Context: an optimization exercise on an open-source flow, tuned for small area, a short achievable clock period and few clock cycles. The choices shown serve that exercise and are no tape-out recipe.
Function was checked by simulation only, so behaviour that the tests miss may differ from the original.

### flow/config.mk
export PLATFORM = sky130hd
export DESIGN_NAME = top_module
export DESIGN_NICKNAME = top_module
export VERILOG_FILES = /design/flow/design.v
export SDC_FILE = /design/flow/constraint.sdc
export NUM_CORES = 8
export LEC_CHECK = 0
export CAP_MARGIN = 30
export CORE_MARGIN = 2
export CORE_UTILIZATION = 40
export SLEW_MARGIN = 30
### flow/constraint.sdc
create_clock -name core_clock -period 150.0 [get_ports {clk}]
set_input_delay 30.0000 -clock core_clock [delete_from_list [all_inputs] [get_ports {clk}]]
set_output_delay 30.0000 -clock core_clock [all_outputs]
set_load 0.01 [all_outputs]
### flow/design.v
module mux2x1(x,z,sel,rst,y );
input [31:0]x,z;
input sel,rst;
output [31:0]y;
assign y = ( rst )? 0 : 
            (sel == 0)? x : z;  
endmodule
module mux2x1_4bit(x,z,sel,rst,y );
input [3:0]x,z;
input sel,rst;
output [3:0]y;
assign y = ( rst )? 0 : 
            (sel == 0)? x : z;  
endmodule
module mux3x1 (in0,in1,in2,sel, out );   
 input  [31:0] in0;    
    input  [31:0] in1;    
    input  [31:0] in2;    
    input  [1:0]  sel;    
    output [31:0] out;
assign out = (sel == 2'b00) ? in0 :
             (sel == 2'b01) ? in1 :
             (sel == 2'b10) ? in2 :
             32'b0;  
endmodule
module mux3x1_2sel(x,y,z,sel,out);
input [31:0]x,y,z;
input [1:0]sel;
output [31:0]out;
assign out = (sel == 2'b00) ? x : (sel == 2'b01) ? y : (sel == 2'b10) ? z : 32'b0 ; 
endmodule
module pc_plus4(pc,pcplus4);
input [31:0] pc;
output reg [31:0] pcplus4;
always @(*)
begin
    pcplus4 = pc + 1;  
end
endmodule
module program_counter(clk,add_stall,rst,pcnext,pc);
input [31:0]pcnext;
input clk,rst,add_stall;
output reg [31:0]pc;
always@(posedge clk)
begin
    if(rst)
        begin
            pc <= 32'd0; 
        end
    else if(add_stall)
        begin
            pc <= pc   ;
        end
    else
        begin
            pc <= pcnext;   
        end
end
endmodule
module branch_unit(EQ_flag,GT_flag,isBgt,isBeq,isUbranch,isBranchtaken);
input EQ_flag,GT_flag,isBgt,isBeq,isUbranch;
output isBranchtaken;
wire w1,w2;
and a1(w1,EQ_flag,isBeq);
and a2(w2,GT_flag,isBgt);
or o1(isBranchtaken,w1,w2,isUbranch);
endmodule
module immediate_generator(pc,instruction,immx,branch_target);
input [31:0]pc,instruction;
output reg [31:0]immx,branch_target;
always @(*)
begin
    branch_target = pc + {{5{instruction[26]}}, instruction[26:0]};
    case(instruction[17:16])
    2'b01   : immx = {16'b0, instruction[15:0]};
    2'b10   : immx = {instruction[15:0], 16'b0};
    default : immx = {{16{instruction[15]}},instruction[15:0]}; 
    endcase
end
endmodule
module control_unit(instruction ,isRet,isSt,isWb,isImmediate,alusignals,isBeq,isBgt,isUbranch,isLd,isCall,isHlt);
input [31:0]instruction;
output reg isRet,isSt,isWb,isImmediate,isBeq,isBgt,isUbranch,isLd,isCall,isHlt;
output [4:0]alusignals;
assign alusignals = instruction[31:27];
always @(*)
begin
    case(instruction[31:27])
    5'b00000,5'b00001,5'b00010,5'b00011,5'b00100,5'b00110,5'b00111,5'b01000,5'b01010,5'b01011,5'b01100,5'b01001:{isRet,isSt,isWb,isBeq,isBgt,isUbranch,isLd,isCall,isHlt}=9'b001000000;
    5'b01110 : {isRet,isSt,isWb,isBeq,isBgt,isUbranch,isLd,isCall,isHlt}=9'b001000100;
    5'b01111 : {isRet,isSt,isWb,isBeq,isBgt,isUbranch,isLd,isCall,isHlt}=9'b010000000;
    5'b10000 : {isRet,isSt,isWb,isBeq,isBgt,isUbranch,isLd,isCall,isHlt}=9'b000100000;
    5'b10001 : {isRet,isSt,isWb,isBeq,isBgt,isUbranch,isLd,isCall,isHlt}=9'b000010000;
    5'b10010 : {isRet,isSt,isWb,isBeq,isBgt,isUbranch,isLd,isCall,isHlt}=9'b000001000;
    5'b10011 : {isRet,isSt,isWb,isBeq,isBgt,isUbranch,isLd,isCall,isHlt}=9'b001001010;
    5'b10100 : {isRet,isSt,isWb,isBeq,isBgt,isUbranch,isLd,isCall,isHlt}=9'b100001000;
    5'b00101 : {isRet,isSt,isWb,isBeq,isBgt,isUbranch,isLd,isCall,isHlt}=9'b000000000;
    5'b11111 : {isRet,isSt,isWb,isBeq,isBgt,isUbranch,isLd,isCall,isHlt}=9'b000000001;  
    default  : {isRet,isSt,isWb,isBeq,isBgt,isUbranch,isLd,isCall,isHlt}=9'b000000000;
    endcase
    if(instruction[26]==1)
        isImmediate = 1'b1;
    else
        isImmediate = 1'b0;
end    
endmodule
module instruction_decode(clk,rst,instruction,RS1,RS2,RD,ra,useRS1,useRS2);
input [31:0]instruction;
input clk,rst;
output reg [3:0]RS1,RS2,RD,ra;
output reg useRS1,useRS2;
always @(*)
begin
        RS1 = instruction[21:18];
        RS2 = instruction[17:14];
        RD  = instruction[25:22];
        ra  = 4'd15;
        useRS1 = 1'b0;
        useRS2 = 1'b0;
        case(instruction[31:27])
        5'b00000,5'b00001,5'b00010,5'b00011,5'b00100,5'b00110,5'b00111,5'b01010,5'b01011,5'b01100 : begin
          useRS1 = 1'b1;
                                                            useRS2 = ~instruction[26];
                                                            end
        5'b01000,5'b01001 : begin
                         useRS2 = ~instruction[26];
                                   end
        5'b00101 : begin
                             useRS1 = 1'b1;
                                   useRS2 = ~instruction[26];
                                   end
        5'b01110 : begin
                              useRS1 = 1'b1;
                                   end
        5'b01111 : begin
                              useRS1 = 1'b1;
                                   RS2 = instruction[25:22];
                                   end
        5'b10011 : begin
                            RD = 4'd15;
                                   end
        5'b10100 : begin
                             RS1 = 4'd15;
                                   useRS1 = 1'b1;
                                   end
        default : begin
                                   end
        endcase
end
endmodule
module register__file(clk,rs1,rs2,rd_ra,isWb,data,rd1,rd2);
input clk,isWb;
input [3:0]rs1,rs2,rd_ra;
input [31:0]data;
output  [31:0]rd1,rd2;
reg [31:0]register[15:0];  
assign rd1 = (isWb && (rd_ra == rs1)) ? data : register[rs1];
assign rd2 = (isWb && (rd_ra == rs2)) ? data : register[rs2];
always @(posedge clk)
begin
     if(isWb)
        begin
            register[rd_ra] <= data;  
        end
end
endmodule
module ALU(a,b,alusignals,result,flags );
input [31:0]a,b;
input [4:0]alusignals;
output reg [31:0]result;
output reg [1:0]flags; 
always @(*)
begin
    flags = 2'b0;
    case(alusignals)
    5'b00000 , 5'b01111,5'b01110: begin result = a+b; end   
    5'b00001: begin result = a-b; end  
    5'b00010: begin result = a * b; end  
    5'b00011: begin result = (b == 32'd0) ? 32'hFFFFFFFF : a/b; end  
    5'b00100: begin result = (b == 32'd0) ? a : a % b; end  
    5'b00101: begin if(a==b)flags = 2'b01; else if(a>b) flags = 2'b10; result = 32'b0; end
    5'b00110 : begin result = a & b ; end  
    5'b00111 : begin result =  a| b ; end   
    5'b01000 : begin result = ~b ; end  
    5'b01001: begin result = b; end  
    5'b01010: begin result = a << b; end  
    5'b01011: begin result = a>> b; end   
    5'b01100: begin result = $signed(a) >>> b; end  
    default : begin result = 32'b0; end
    endcase
end
endmodule
module flag(clk,rst,isCMP,flags_in,GT_flag,EQ_flag);
input clk,rst;
input [1:0]flags_in;
input [4:0]isCMP;
output reg GT_flag;
output reg EQ_flag;
always @(posedge clk)
begin
    if(rst)
    begin
         GT_flag <= 1'b0;
         EQ_flag <= 1'b0;
    end
    else if(isCMP == 5'b00101)
    begin
         GT_flag <= flags_in[1] ;
         EQ_flag <= flags_in[0];
    end
end
 endmodule
module data_hazard_stall(clk,isLd_E,RD_E,RS1_D,RS2_D,useRS1_D,useRS2_D,add_stall);
input clk;
input isLd_E;
input [3:0]RD_E,RS1_D,RS2_D;
input useRS1_D,useRS2_D;
output add_stall;
  assign add_stall = (isLd_E & ((useRS1_D & (RD_E == RS1_D)) | (useRS2_D & (RD_E == RS2_D)))) ? 1'b1 : 1'b0 ; 
endmodule
module data_hazard_unit(rst,isWb_M,isLd_M,isWb_RW,isLd_RW,isSt_E,isSt_M,RD_M,RD_RW,RS1_E,RS2_E,RS2_M,useRS1_E,useRS2_E,forwardA_E,forwardB_E,forwardA_M_E,forward_RW_M);
    input  rst;         
    input  isWb_M;       
    input  isWb_RW;      
    input  isLd_M,isLd_RW,isSt_E,isSt_M;
    input  [3:0] RD_M;   
    input  [3:0] RD_RW;  
    input  [3:0] RS1_E;  
    input  [3:0] RS2_E;  
    input  [3:0] RS2_M;  
    input  useRS1_E,useRS2_E;
    output [1:0] forwardA_E;  
    output [1:0] forwardB_E ;  
    output [1:0]forwardA_M_E;  
    output forward_RW_M ;      
assign forwardA_E = (rst == 1'b1) ? 2'b00 :
    (useRS1_E & isWb_M & (RD_M == RS1_E)) ? 2'b10 :    
    (useRS1_E & isWb_RW & (RD_RW == RS1_E)) ? 2'b01 :  
                        2'b00;
assign forwardB_E = (rst == 1'b1) ? 2'b00 : 
    (useRS2_E & isWb_M & (RD_M == RS2_E)) ? 2'b10 :    
    (useRS2_E & isWb_RW & (RD_RW == RS2_E)) ? 2'b01 :  
                        2'b00;
assign forwardA_M_E = (rst == 1'b1) ? 2'b00 : 
    (isSt_E & isWb_M & ~isLd_M & (RD_M == RS2_E)) ? 2'b10 : 
    (isSt_E & isWb_RW & (RD_RW == RS2_E)) ?  2'b01 : 2'b00;
assign forward_RW_M = (rst == 1'b1) ? 1'b0 :
    (isSt_M & isWb_RW & isLd_RW & (RD_RW == RS2_M)) ? 1'b1: 1'b0;
endmodule
module decode_cycle(clk,rst,add_stall,isbranch_taken_E,pc_D,instruction_D,reg_RW,data_RW,iswb_RW,pc_E,
branch_target_E,b_E,a_E,rd2_E,isRet_E,isSt_E,isWb_E,isImmediate_E,isBeq_E,isBgt_E,isUbranch_E,isLd_E,isCall_E,isHlt_E,alusignals_E,RS1_E,RS2_E,RD_E,useRS1_E,useRS2_E,
RS1_D,RS2_D,useRS1_D,useRS2_D);
input clk,rst;
input add_stall;
input isbranch_taken_E;
input [31:0]pc_D,instruction_D;
input [3:0]reg_RW;
input [31:0]data_RW;
input iswb_RW;
output  [31:0]pc_E,branch_target_E,b_E,a_E,rd2_E;
output  isRet_E,isSt_E,isWb_E,isImmediate_E,isBeq_E,isBgt_E,isUbranch_E,isLd_E,isCall_E,isHlt_E;
output  [4:0]alusignals_E;
output [3:0]RS1_E,RS2_E,RD_E;
output useRS1_E,useRS2_E;
output [3:0]RS1_D,RS2_D;
output useRS1_D,useRS2_D;
wire [3:0]RS1_top,RS2_top,RD_top,ra_top;
wire useRS1_top,useRS2_top;
wire isRet_top,isSt_top,isWb_top,isImmediate_top,isBeq_top,isBgt_top,isUbranch_top,isLd_top,isCall_top,isHlt_top;
wire [31:0]rd1_top,rd2_top,immx_top,branch_target_top,b_top;
wire [4:0]alusignals_top;
reg [31:0]pc_d,branch_target_d,b_d,a_d,rd2_d;
reg  isRet_d,isSt_d,isWb_d,isImmediate_d,isBeq_d,isBgt_d,isUbranch_d,isLd_d,isCall_d,isHlt_d;
reg  [4:0]alusignals_d;
reg [3:0]RS1_d,RS2_d,RD_d;
reg useRS1_d,useRS2_d;
instruction_decode id(.clk(clk),.rst(rst),.instruction(instruction_D),.RS1(RS1_top),.RS2(RS2_top),.RD(RD_top),.ra(ra_top),.useRS1(useRS1_top),.useRS2(useRS2_top));
register__file rf(.clk(clk),.rs1(RS1_top),.rs2(RS2_top),.rd_ra(reg_RW),.isWb(iswb_RW),.data(data_RW),.rd1(rd1_top),.rd2(rd2_top));
mux2x1 m4(.x(rd2_top),.z(immx_top),.sel(isImmediate_top),.rst(rst),.y(b_top));
immediate_generator img(.pc(pc_D),.instruction(instruction_D),.immx(immx_top),.branch_target(branch_target_top));
control_unit cu(.instruction(instruction_D),.isRet(isRet_top),.isSt(isSt_top),.isWb(isWb_top),.isImmediate(isImmediate_top),.alusignals(alusignals_top),.isBeq(isBeq_top),.isBgt(isBgt_top),.isUbranch(isUbranch_top),.isLd(isLd_top),.isCall(isCall_top),.isHlt(isHlt_top));
assign RS1_D = RS1_top;
assign RS2_D = RS2_top;
assign useRS1_D = useRS1_top;
assign useRS2_D = useRS2_top;
always @(posedge clk )
begin
    if(rst | isbranch_taken_E | add_stall)
    begin
    pc_d <= 32'b0;
    branch_target_d <= 32'b0;
    b_d <= 32'b0;
    a_d <= 32'b0;
    rd2_d <= 32'b0;
    isRet_d <= 1'b0;
    isSt_d <= 1'b0;
    isWb_d <= 1'b0;
    isImmediate_d <= 1'b0;
    isBeq_d <= 1'b0;
    isBgt_d <= 1'b0;
    isUbranch_d <=1'b0;
    isLd_d <= 1'b0;
    isCall_d <= 1'b0;
    isHlt_d <= 1'b0;
    alusignals_d <=5'b01101;
    RS1_d <= 4'b0;
    RS2_d <= 4'b0;
    RD_d  <= 4'b0;
    useRS1_d <= 1'b0;
    useRS2_d <= 1'b0;
    end
    else
    begin
    pc_d <= pc_D;
    branch_target_d <= branch_target_top ;
    b_d <= b_top;
    a_d <= rd1_top;
    rd2_d <= rd2_top;
    isRet_d <= isRet_top;
    isSt_d <=isSt_top;
    isWb_d <= isWb_top;
    isImmediate_d <= isImmediate_top;
    isBeq_d <= isBeq_top;
    isBgt_d <= isBgt_top;
    isUbranch_d <=isUbranch_top;
    isLd_d <= isLd_top;
    isCall_d <= isCall_top;
    isHlt_d <= isHlt_top;
    alusignals_d <=alusignals_top;
    RS1_d <= RS1_top;
    RS2_d <= RS2_top;
    RD_d  <=RD_top;
    useRS1_d <= useRS1_top;
    useRS2_d <= useRS2_top;
    end
end
 assign   pc_E = pc_d;
 assign    branch_target_E = branch_target_d ;
  assign   b_E = b_d;
  assign   a_E = a_d;
 assign    rd2_E = rd2_d;
 assign    isRet_E = isRet_d;
 assign    isSt_E =isSt_d;
 assign    isWb_E = isWb_d;
 assign    isImmediate_E = isImmediate_d;
 assign    isBeq_E = isBeq_d;
  assign   isBgt_E = isBgt_d;
 assign    isUbranch_E =isUbranch_d;
  assign   isLd_E = isLd_d;
 assign    isCall_E = isCall_d;
 assign    isHlt_E = isHlt_d;
  assign   alusignals_E =alusignals_d;
  assign    RS1_E = RS1_d;
  assign RS2_E = RS2_d;
  assign RD_E = RD_d;
  assign useRS1_E = useRS1_d;
  assign useRS2_E = useRS2_d;
endmodule
module execute_cycle(clk,rst,data_RW_E,data_M_E,forwardA_E,forwardB_E,forwardA,RS2_E,RD_E,pc_E,branch_target_E,b_E,a_E,rd2_E,isRet_E,isSt_E,isWb_E,isBeq_E,isBgt_E,isUbranch_E,isLd_E,isCall_E,isHlt_E,alusignals_E,isbranchtaken_E,pc_branch_E,pc_M,alu_result_M,rd2_M,isSt_M,isWb_M,isLd_M,isCall_M,isHlt_M,RS2_M,RD_M);
input clk,rst;
input [31:0]data_RW_E,data_M_E;
input [1:0]forwardA_E,forwardB_E;
input [1:0]forwardA;
input [3:0]RS2_E,RD_E;
input  [31:0]pc_E,branch_target_E,b_E,a_E,rd2_E;
input  isRet_E,isSt_E,isWb_E,isBeq_E,isBgt_E,isUbranch_E,isLd_E,isCall_E,isHlt_E;
input  [4:0]alusignals_E;
output isbranchtaken_E;
output [31:0]pc_branch_E;
output  [31:0]pc_M,alu_result_M,rd2_M;
output  isSt_M,isWb_M,isLd_M,isCall_M,isHlt_M;
output [3:0]RS2_M,RD_M;
reg  [31:0]pc_e,alu_result_e,rd2_e;
reg  isSt_e,isWb_e,isLd_e,isCall_e,isHlt_e;
reg [3:0]RS2_e,RD_e;
wire [31:0]rd2_mux;
wire [31:0]aluresult_top;
wire [1:0]flags_top;
wire GT_flag_top,EQ_flag_top;
wire [31:0]a_alu_top,b_alu_top;
wire [31:0]target_top;
wire branch_top;
mux3x1_2sel m22(.x(a_E),.y(data_RW_E),.z(data_M_E),.sel(forwardA_E),.out(a_alu_top));  
mux3x1_2sel m23(.x(b_E),.y(data_RW_E),.z(data_M_E),.sel(forwardB_E),.out(b_alu_top));   
mux3x1_2sel m57(.x(rd2_E),.y(data_RW_E),.z(data_M_E),.sel(forwardA),.out(rd2_mux));
mux2x1 m8(.x(branch_target_E),.z(pc_E),.sel(isHlt_E),.rst(rst),.y(target_top));
mux2x1 m7(.x(target_top),.z(a_alu_top),.sel(isRet_E),.rst(rst),.y(pc_branch_E));
ALU alu(.a(a_alu_top),.b(b_alu_top),.alusignals(alusignals_E),.result(aluresult_top),.flags(flags_top));
flag f(.clk(clk),.rst(rst),.isCMP(alusignals_E),.flags_in(flags_top),.GT_flag(GT_flag_top),.EQ_flag(EQ_flag_top));
branch_unit bu(.EQ_flag(EQ_flag_top),.GT_flag(GT_flag_top),.isBgt(isBgt_E),.isBeq(isBeq_E),.isUbranch(isUbranch_E),.isBranchtaken(branch_top));
assign isbranchtaken_E = branch_top | isHlt_E;
always @(posedge clk)
begin
    if(rst)
    begin
    pc_e <=32'b0;
    alu_result_e <= 32'b0;
    rd2_e <= 32'b0; 
    isSt_e <= 1'b0;
    isWb_e <= 1'b0;
    isLd_e <= 1'b0;
    isCall_e <= 1'b0;
    isHlt_e <= 1'b0;
    RS2_e <= 4'b0;
    RD_e <= 4'b0;
    end
    else
    begin
    pc_e <=pc_E;
    alu_result_e <= aluresult_top ;
    rd2_e <= rd2_mux; 
    isSt_e <= isSt_E;
    isWb_e <= isWb_E;
    isLd_e <= isLd_E;
    isCall_e <= isCall_E;
    isHlt_e <= isHlt_E;
    RS2_e <= RS2_E;
    RD_e <= RD_E;
    end
end
assign   pc_M = pc_e;
assign   alu_result_M = alu_result_e;
assign    rd2_M = rd2_e;
assign    isSt_M=isSt_e;
assign    isWb_M = isWb_e;
assign   isLd_M = isLd_e;
assign    isCall_M = isCall_e;
assign    isHlt_M = isHlt_e;
assign  RS2_M = RS2_e;
assign  RD_M = RD_e;
endmodule
module memory_cycle(clk,rst,forward_RW_M,pc_M,alu_result_M,rd2_M,isSt_M,isWb_M,isLd_M,isCall_M,isHlt_M,RD_M,pc_RW,alu_result_RW,ldresult_RW,isWb_RW,isLd_RW,isCall_RW,isHlt_RW,RD_RW,
dmem_addr,dmem_wdata,dmem_we,dmem_re,dmem_rdata);
input clk,rst;
input forward_RW_M;
input [31:0]pc_M,alu_result_M,rd2_M;
input  isSt_M,isWb_M,isLd_M,isCall_M,isHlt_M;
input [3:0]RD_M;
output  [31:0]pc_RW,alu_result_RW,ldresult_RW;
output  isWb_RW,isLd_RW,isCall_RW,isHlt_RW;
output [3:0]RD_RW;
output [31:0]dmem_addr,dmem_wdata;
output dmem_we,dmem_re;
input [31:0]dmem_rdata;
wire [31:0]data_out_top;
wire [31:0]data_in_top;
reg  [31:0]pc_m,alu_result_m,ldresult_m;
reg  isWb_m,isLd_m,isCall_m,isHlt_m;
reg  [3:0]RD_m;
mux2x1 m60(.x(rd2_M),.z(ldresult_RW),.sel(forward_RW_M),.rst(rst),.y(data_in_top));
assign dmem_addr = alu_result_M;
assign dmem_wdata = data_in_top;
assign dmem_we = isSt_M;
assign dmem_re = isLd_M;
assign data_out_top = (isLd_M)? dmem_rdata : 32'h00000000;
always @(posedge clk)
begin
    if(rst)
    begin
    pc_m <=32'b0;
    alu_result_m <= 32'b0;
    ldresult_m <= 32'b0; 
    isWb_m <= 1'b0;
    isLd_m <= 1'b0;
    isCall_m <= 1'b0;
    isHlt_m <= 1'b0;
    RD_m <= 4'b0;
    end
    else
    begin
    pc_m <=pc_M;
    alu_result_m <= alu_result_M ;
    ldresult_m <= data_out_top;
    isWb_m <= isWb_M;
    isLd_m <= isLd_M;
    isCall_m <= isCall_M;
    isHlt_m <= isHlt_M;
    RD_m <= RD_M;
    end
end
assign   pc_RW = pc_m;
assign   alu_result_RW = alu_result_m;
assign    ldresult_RW = ldresult_m;
assign    isWb_RW = isWb_m;
assign   isLd_RW = isLd_m;
assign    isCall_RW = isCall_m;
assign    isHlt_RW = isHlt_m;
assign RD_RW = RD_m;
endmodule
module writeback_cycle(clk,rst,RD_RW,pc_RW,alu_result_RW,ldresult_RW,isWb_RW,isLd_RW,isCall_RW,isHlt_RW,data_RW,iswb_RW_D,reg_RW,halted );
input clk,rst;
input [3:0]RD_RW;
input  [31:0]pc_RW,alu_result_RW,ldresult_RW;
input  isWb_RW,isLd_RW,isCall_RW,isHlt_RW;
output [31:0]data_RW;
output iswb_RW_D;
output [3:0]reg_RW;
output halted;
wire [31:0]pcplus4_top1;
reg halted_r;   
pc_plus4 p4(.pc(pc_RW),.pcplus4(pcplus4_top1));
mux3x1 m10(.in0(alu_result_RW),.in1(ldresult_RW),.in2(pcplus4_top1),.sel({isCall_RW,isLd_RW}), .out(data_RW) );
assign reg_RW = RD_RW;
always @(posedge clk)
begin
    if(rst)
        halted_r <= 1'b0;
    else if(isHlt_RW)
        halted_r <= 1'b1;
end
assign iswb_RW_D = isWb_RW;
assign halted = halted_r | isHlt_RW;
endmodule
module fetch_cycle(clk,rst,add_stall,isbranchtaken_E,pc_branch_E,imem_addr,imem_rdata,instruction_D,pc_D);
input clk,rst;
input isbranchtaken_E;
input add_stall;
input [31:0]pc_branch_E;
output [31:0]imem_addr;
input [31:0]imem_rdata;
output  [31:0]instruction_D,pc_D;
wire [31:0]pcnext_top,pc_top,pc_plus4_top;
reg [31:0]instruction_f,pc_f;
mux2x1 m1(.x(pc_plus4_top),.z(pc_branch_E),.sel(isbranchtaken_E ),.rst(rst),.y(pcnext_top) );
program_counter pc(.clk(clk),.rst(rst),.add_stall(add_stall),.pcnext(pcnext_top),.pc(pc_top));
pc_plus4 pcplus4(.pc(pc_top),.pcplus4(pc_plus4_top));
assign imem_addr = pc_top;
always @(posedge clk)
begin
    if(rst | isbranchtaken_E)
    begin
    pc_f <= 32'd0;
    instruction_f <= 32'b01101000000000000000000000000000;
    end
    else if(!add_stall)
    begin
    pc_f <= pc_top;
    instruction_f <= imem_rdata;  
    end
end
assign instruction_D = (rst == 1'b1) ? 32'b01101000000000000000000000000000 : instruction_f;
assign pc_D = (rst == 1'b1) ? 32'h00000000 : pc_f;
endmodule
module top_module(clk, rst, imem_addr, imem_rdata, dmem_addr, dmem_wdata, dmem_we, dmem_re, dmem_rdata, halted);
    input clk, rst;
    output [31:0] imem_addr;
    input  [31:0] imem_rdata;
    output [31:0] dmem_addr, dmem_wdata;
    output dmem_we, dmem_re;
    input  [31:0] dmem_rdata;
    output halted;
    wire isbranchtaken_E_top;
    wire [31:0] pc_branch_E_top, instruction_D_top, pc_D_top;
    wire [31:0] data_RW_top, pc_E_top, branch_target_E_top, b_E_top, a_E_top, rd2_E_top;
    wire [3:0] reg_RW_top;
    wire isRet_E_top, isSt_E_top, isWb_E_top, isImmediate_E_top, isBeq_E_top, isBgt_E_top, isUbranch_E_top, isLd_E_top, isCall_E_top, isHlt_E_top;
    wire [4:0] alusignals_E_top;
    wire [3:0]RS1_E_top,RS2_E_top,RD_E_top;
    wire useRS1_E_top,useRS2_E_top;
    wire [3:0]RS1_D_top,RS2_D_top;
    wire useRS1_D_top,useRS2_D_top;
    wire [31:0] pc_M_top, alu_result_M_top, rd2_M_top;
    wire isSt_M_top, isWb_M_top, isLd_M_top, isCall_M_top, isHlt_M_top;
    wire [3:0]RS2_M_top,RD_M_top;
    wire [31:0] pc_RW_top, alu_result_RW_top, ldresult_RW_top;
    wire isWb_RW_top, isLd_RW_top, isCall_RW_top, isHlt_RW_top;
    wire [3:0]RD_RW_top;
    wire iswb_RW_top;
    wire [1:0]forwardA_E_top,forwardB_E_top,forwardA_top;
    wire forward_RW_M_top;
    wire add_stall_top;
    fetch_cycle fc(
        .clk(clk),
        .rst(rst),
        .add_stall(add_stall_top),
        .isbranchtaken_E(isbranchtaken_E_top),
        .pc_branch_E(pc_branch_E_top),
        .imem_addr(imem_addr),
        .imem_rdata(imem_rdata),
        .instruction_D(instruction_D_top),
        .pc_D(pc_D_top)
    );
    decode_cycle dc(
        .clk(clk),
        .rst(rst),
        .add_stall(add_stall_top),
        .isbranch_taken_E(isbranchtaken_E_top),
        .pc_D(pc_D_top),
        .instruction_D(instruction_D_top),
        .reg_RW(reg_RW_top),
        .data_RW(data_RW_top),
        .iswb_RW(iswb_RW_top),
        .pc_E(pc_E_top),
        .branch_target_E(branch_target_E_top),
        .b_E(b_E_top),
        .a_E(a_E_top),
        .rd2_E(rd2_E_top),
        .isRet_E(isRet_E_top),
        .isSt_E(isSt_E_top),
        .isWb_E(isWb_E_top),
        .isImmediate_E(isImmediate_E_top),
        .isBeq_E(isBeq_E_top),
        .isBgt_E(isBgt_E_top),
        .isUbranch_E(isUbranch_E_top),
        .isLd_E(isLd_E_top),
        .isCall_E(isCall_E_top),
        .isHlt_E(isHlt_E_top),
        .alusignals_E(alusignals_E_top),
        .RS1_E(RS1_E_top),
        .RS2_E(RS2_E_top),
        .RD_E(RD_E_top),
        .useRS1_E(useRS1_E_top),
        .useRS2_E(useRS2_E_top),
        .RS1_D(RS1_D_top),
        .RS2_D(RS2_D_top),
        .useRS1_D(useRS1_D_top),
        .useRS2_D(useRS2_D_top)
    );
    execute_cycle ec(
        .clk(clk),
        .rst(rst),
        .data_RW_E(data_RW_top),
        .data_M_E(alu_result_M_top),
        .forwardA_E(forwardA_E_top),
        .forwardB_E(forwardB_E_top),
        .forwardA(forwardA_top),
        .RS2_E(RS2_E_top),
        .RD_E(RD_E_top),
        .pc_E(pc_E_top),
        .branch_target_E(branch_target_E_top),
        .b_E(b_E_top),
        .a_E(a_E_top),
        .rd2_E(rd2_E_top),
        .isRet_E(isRet_E_top),
        .isSt_E(isSt_E_top),
        .isWb_E(isWb_E_top),
        .isBeq_E(isBeq_E_top),
        .isBgt_E(isBgt_E_top),
        .isUbranch_E(isUbranch_E_top),
        .isLd_E(isLd_E_top),
        .isCall_E(isCall_E_top),
        .isHlt_E(isHlt_E_top),
        .alusignals_E(alusignals_E_top),
        .isbranchtaken_E(isbranchtaken_E_top),
        .pc_branch_E(pc_branch_E_top),
        .pc_M(pc_M_top),
        .alu_result_M(alu_result_M_top),
        .rd2_M(rd2_M_top),
        .isSt_M(isSt_M_top),
        .isWb_M(isWb_M_top),
        .isLd_M(isLd_M_top),
        .isCall_M(isCall_M_top),
        .isHlt_M(isHlt_M_top),
        .RS2_M(RS2_M_top),
        .RD_M(RD_M_top)
    );
    memory_cycle mc(
        .clk(clk),
        .rst(rst),
        .forward_RW_M(forward_RW_M_top),
        .pc_M(pc_M_top),
        .alu_result_M(alu_result_M_top),
        .rd2_M(rd2_M_top),
        .isSt_M(isSt_M_top),
        .isWb_M(isWb_M_top),
        .isLd_M(isLd_M_top),
        .isCall_M(isCall_M_top),
        .isHlt_M(isHlt_M_top),
        .RD_M(RD_M_top),
        .pc_RW(pc_RW_top),
        .alu_result_RW(alu_result_RW_top),
        .ldresult_RW(ldresult_RW_top),
        .isWb_RW(isWb_RW_top),
        .isLd_RW(isLd_RW_top),
        .isCall_RW(isCall_RW_top),
        .isHlt_RW(isHlt_RW_top),
        .RD_RW(RD_RW_top),
        .dmem_addr(dmem_addr),
        .dmem_wdata(dmem_wdata),
        .dmem_we(dmem_we),
        .dmem_re(dmem_re),
        .dmem_rdata(dmem_rdata)
    );
    writeback_cycle wc(
        .clk(clk),
        .rst(rst),
        .RD_RW(RD_RW_top),
        .pc_RW(pc_RW_top),
        .alu_result_RW(alu_result_RW_top),
        .ldresult_RW(ldresult_RW_top),
        .isWb_RW(isWb_RW_top),
        .isLd_RW(isLd_RW_top),
        .isCall_RW(isCall_RW_top),
        .isHlt_RW(isHlt_RW_top),
        .data_RW(data_RW_top),
        .iswb_RW_D(iswb_RW_top),
        .reg_RW(reg_RW_top),
        .halted(halted)
    );
 data_hazard_unit dhu(
         .rst(rst),
         .isWb_M(isWb_M_top),
         .isLd_M(isLd_M_top),
         .isWb_RW(isWb_RW_top),
         .isLd_RW(isLd_RW_top),
         .isSt_E(isSt_E_top),
         .isSt_M(isSt_M_top),
         .RD_M(RD_M_top),
         .RD_RW(RD_RW_top),
         .RS1_E(RS1_E_top),
         .RS2_E(RS2_E_top),
         .RS2_M(RS2_M_top),
         .useRS1_E(useRS1_E_top),
         .useRS2_E(useRS2_E_top),
         .forwardA_E(forwardA_E_top),
         .forwardB_E(forwardB_E_top),
         .forwardA_M_E(forwardA_top),
         .forward_RW_M(forward_RW_M_top)
         );
  data_hazard_stall dhs(
                .clk(clk),
                .isLd_E(isLd_E_top),
                .RD_E(RD_E_top),
                .RS1_D(RS1_D_top),
                .RS2_D(RS2_D_top),
                .useRS1_D(useRS1_D_top),
                .useRS2_D(useRS2_D_top),
                .add_stall(add_stall_top)
                );
endmodule
### flow/run.sh
#!/bin/bash
# synth_recipe.tcl (not shown) runs the flow's synth.tcl, then flattens the netlist and writes it again
# the make line also repeats each setting of config.mk as NAME=value (left out here)
make -C /OpenROAD-flow-scripts/flow DESIGN_CONFIG=/design/flow/config.mk WORK_HOME=/design/flow/orfs CLKGATE_MAP_FILE= SYNTH_SCRIPT=/design/flow/synth_recipe.tcl finish
==> flow_metrics.py <==
metrics = {
    "outcome": {
        "status": "complete, no violations",
    },
    "cts": {
        "clock_latency_ns": 0.89,
        "ctsHtreeMaxLevel": 3,
        "post_cts_resized": 0,
        "cts_tree": "yes",
        "ctsHoldBuffers": 0,
        "clockRootBuffer": "clkbuf_16",
        "cts_buffers": 112,
        "clkSinkCount": 1012,
        "clk_pin_slew_ns": 0.09,
        "cts_setup_buffers": 0,
        "cts_buffer_depth": 3,
    },
    "yosys": {
        "netlist_instances": 12600,
        "synth_cell_types": 115,
        "yosys.area.top_type": "edfxtp_1",
        "synth_flop_cell": "edfxtp_1",
        "yosysTopAreaCellShare": 0.1524,
        "synth.top_cells.by_area": "edfxtp_1 15%, dfxtp_1 9.9%, ha_1 9.7%",
        "synth_edf_count": 512,
        "syn-cell-area_mm2": 0.1009,
        "avgSynthCellArea_um2": 8.007,
        "synthArstFlopShare": 0,
        "yosys_warnings": 13,
        "ys_seq_area_frac": 0.2516,
        "ys_ff_latch": 1012,
        "syn-num-nets": 13870,
    },
    "sta": {
        "relSlewSlack": 0.06675,
        "period_share": 0.8784,
        "setup-tns-final_ns": 0,
        "slew_viol_final": 0,
        "worst_slew_pin_slew_ns": 1.400,
        "rsz0062_at_grt": "no",
        "period_needed_ns": 131.76,
        "hold_viol": 0,
        "fmax_mhz": 7.590,
        "worst_clock_skew_ns": 0.1339,
        "finalSetupViolCount": 0,
    },
    "floorplan": {
        "die_w_um": 506.2,
        "num_rows": 184,
        "core_mm2": 0.2512,
        "ios": 165,
        "initial_core_util": 0.4017,
        "die_y_um": 506.2,
        "die_area_mm2": 0.2563,
    },
    "detailed_routing": {
        "wl_per_cell_um": 37.36,
        "drcViolationCount": 0,
        "drt-total-wl_um": 598500,
        "vias": 107500,
        "dr.pass1.iters": 9,
        "routed_via_density": 6.709,
        "ant_nets": 0,
        "drt_iter0_drc": 15950,
    },
    "worst_hold_path": {
        "holdPathStages": 1,
        "worstHoldStart": "ec.isCall_e",
        "min_path_type": "reg2reg",
        "holdPathEnd": "mc.isCall_m",
    },
    "grt": {
        "grt_use_met1": 0.5883,
        "grt_pass1_vias": 101400,
        "antenna_found_initial": 78,
        "met3_usage": 0.1347,
        "grt_max_degree": 193,
        "grt_use_met2": 0.6434,
        "overflow": 0,
        "gr-max-usage-layer": "met2",
        "grt_use_total": 0.4512,
        "grt_pass1_wl_um": 816600,
    },
    "worst_setup_path": {
        "crit_path_end_kind": "flip-flop",
        "start_kind": "input port",
        "r2r_setup_slack_ns": 46.82,
        "cp_slowest_cell": "a311oi_1",
        "critPathMaxStageDelay_ns": 1.01,
        "reg2reg_from": "mc.RD_m[2]",
        "r2r_end": "ec.alu_result_e[24]",
        "reg2reg_depth": 348,
        "path_class": "in2reg",
        "worst-endpoint-arrival_ns": 132.45,
        "critPathMaxFanout": 58,
        "worst-endpoint-required_ns": 150.69,
        "path_common_cell": "ha_1",
    },
    "finish": {
        "layout-drive-gt1-share": 0.07676,
        "area_delta_synth_final_pct": 10.93,
        "fin_nets": 13810,
    },
    "placement": {
        "hpwl_um": 454400,
        "place_congestion": 1.103,
        "portBuffers": 164,
    },
    "run": {
        "maxCapViolCount": 0,
    },
}
-- cell usage in the layout (no fill, tap or decap), types with 79 or more instances in the layout --
cell type / synthesis / layout
nand4_1: 97 / 97
nand3_1: 318 / 317
o211ai_1: 97 / 97
nor3_1: 309 / 291
xnor2_1: 323 / 321
inv_1: 699 / 695
clkdlybuf4s50_1: 0 / 163
fa_1: 412 / 412
a21o_1: 201 / 199
a21oi_1: 857 / 845
ha_1: 786 / 786
dfxtp_1: 500 / 495
buf_4: 1 / 416
o21ai_0: 487 / 477
o21a_1: 143 / 141
nand2_1: 1850 / 1843
o22ai_1: 118 / 108
xor2_1: 187 / 187
a211oi_1: 335 / 331
or3_1: 79 / 79
a311oi_1: 126 / 125
edfxtp_1: 512 / 512
a31oi_1: 177 / 175
and3_1: 118 / 116
clkbuf_16: 0 / 112
nor2b_1: 260 / 257
and2_1: 260 / 255
mux2i_1: 137 / 134
nor2_1: 1195 / 1164
-- worst max-delay path: cells and delay by family --
| family | cells | cell delay [ns] |
|---|---|---|
| simple gates | 111 | 31.68 |
| compound gates | 172 | 50.48 |
| mux | 6 | 2.74 |
| buf+inv | 29 | 7.28 |
| fa+ha+maj | 31 | 9.74 |
-- final cells by class --
class | instances | area (um^2)
antenna | 36 | 90.09
clock buffer | 146 | 3050
inverter | 727 | 2730
tap | 3348 | 4189
fill | 24930 | 139200
multi-input combinational | 10100 | 70870
timing repair buffer | 587 | 4871
sequential | 1012 | 25390
clock inverter | 61 | 730.7
-- metrics by stage --
stage	std cells	area [um^2]	hold WS (ns)	util	setup WS (ns)
finish	16020	111900	0.4094	0.4456	18.24
global route	16000	111900	0.4231	0.4454	12.73
CTS	15990	111800	0.4167	0.4451	20.73
detailed placement	15780	108000	0.4272	0.4300	20.26
global placement	15770	107800	0.4219	0.4292	20.23
floorplan	12600	100900	0.4138	-	37.43
-- logic make-up after synthesis --
| logic type | synth area share |
|---|---|
| AND/OR/NAND/NOR | 0.2155 |
| AO/OA/AOI/OAI | 0.2285 |
| buffers and inverters | 0.05611 |
| adder cells (fa/ha/maj) | 0.1792 |
| flip-flops | 0.2516 |
| XOR/XNOR | 0.04427 |
| multiplexers | 0.02483 |
-- Yosys cell counts (34+ instances only) --
cell type,instances
nand4_1,97
a311oi_1,126
o211ai_1,97
a31oi_1,177
a211oi_1,335
ha_1,786
a221o_1,79
nand3_1,318
dfxtp_1,500
inv_1,699
a221oi_1,47
o22ai_1,118
and2_1,260
a21oi_1,857
xor2_1,187
o21a_1,143
o21ai_0,487
fa_1,412
a22oi_1,67
or2_2,52
nor2_1,1195
mux2_2,62
nor2b_1,260
o221ai_1,54
o21bai_1,57
nor3_1,309
a22o_1,59
clkbuf_1,617
edfxtp_1,512
buf_1,102
and3_1,118
a21o_1,201
or3_1,79
nand2b_1,77
o21ai_1,44
xnor2_1,323
nand2_1,1850
nor4_1,45
o31ai_1,72
buf_2,34
mux2i_1,137
-- worst max-delay path by stage --
stage / from / endpoint / depth (start not counted) / slack, ns
detailed placement: rst / ec.alu_result_e[24] / 350 / 20.26
floorplan: rst / ec.alu_result_e[18] / 380 / 37.43
global placement: rst / ec.alu_result_e[14] / 349 / 20.23
global route: rst / ec.alu_result_e[24] / 355 / 12.73
CTS: rst / ec.alu_result_e[24] / 349 / 20.73
finish: rst / ec.alu_result_e[24] / 349 / 18.24
-- routing by layer --
metal  wire [um]  up-vias  part of all wire
li1            -    45070                 -
met1      232600    52850              0.39
met2      243900     7924              0.41
met3       75370     1616              0.13
met4       46340       28             0.077
met5         226        -           0.00038
-- registers in the layout, summed over array words and instances (netlist names), 4 cells and up --
signal / flops
dc.RS2_d: 4
ec.pc_e: 32
dc.rf.register: 512
mc.ldresult_m: 32
ec.rd2_e: 32
ec.alu_result_e: 32
dc.RD_d: 4
ec.RS2_e: 4
dc.pc_d: 32
fc.pc_f: 32
fc.instruction_f: 32
ec.RD_e: 4
dc.rd2_d: 32
mc.pc_m: 32
dc.RS1_d: 4
fc.pc.pc: 32
dc.branch_target_d: 32
mc.alu_result_m: 32
dc.alusignals_d: 5
mc.RD_m: 4
dc.b_d: 32
dc.a_d: 32
Testbench counts, summed over its fixed seeds: cycles 181,665.

[separate check: timing with driven ports]
How much do the figures lean on ideal ports? The routed layout below was timed once more, with nothing changed but the port constraints.
Step 1 (the two cells are an assumption about what drives the block):
set clk [get_ports {clk}]
set_driving_cell -lib_cell sky130_fd_sc_hd__clkbuf_16 $clk
set_driving_cell -lib_cell sky130_fd_sc_hd__buf_2 [delete_from_list [all_inputs] $clk]
Step 2 times the ports against the registers' clock, not the clock port: input delays grow and output delays shrink by t, the midpoint of the rising clock arrivals with the driver on.
Slacks: no drivers / after step 1 / after step 2; pairs: no drivers / after step 1.
t (ns): 0.905
slack for setup (ns): 18.240 / 18.287 / 17.382
worst hold slack (ns): 0.409 / 0.409 / 0.409
clock arrival spread, ns: 0.134 / 0.134
cell pins on the clock port's net: 1
After both steps this run still meets setup and hold. The setup slack of this run moves by +0.047 ns with the drivers and by -0.858 ns with both steps.
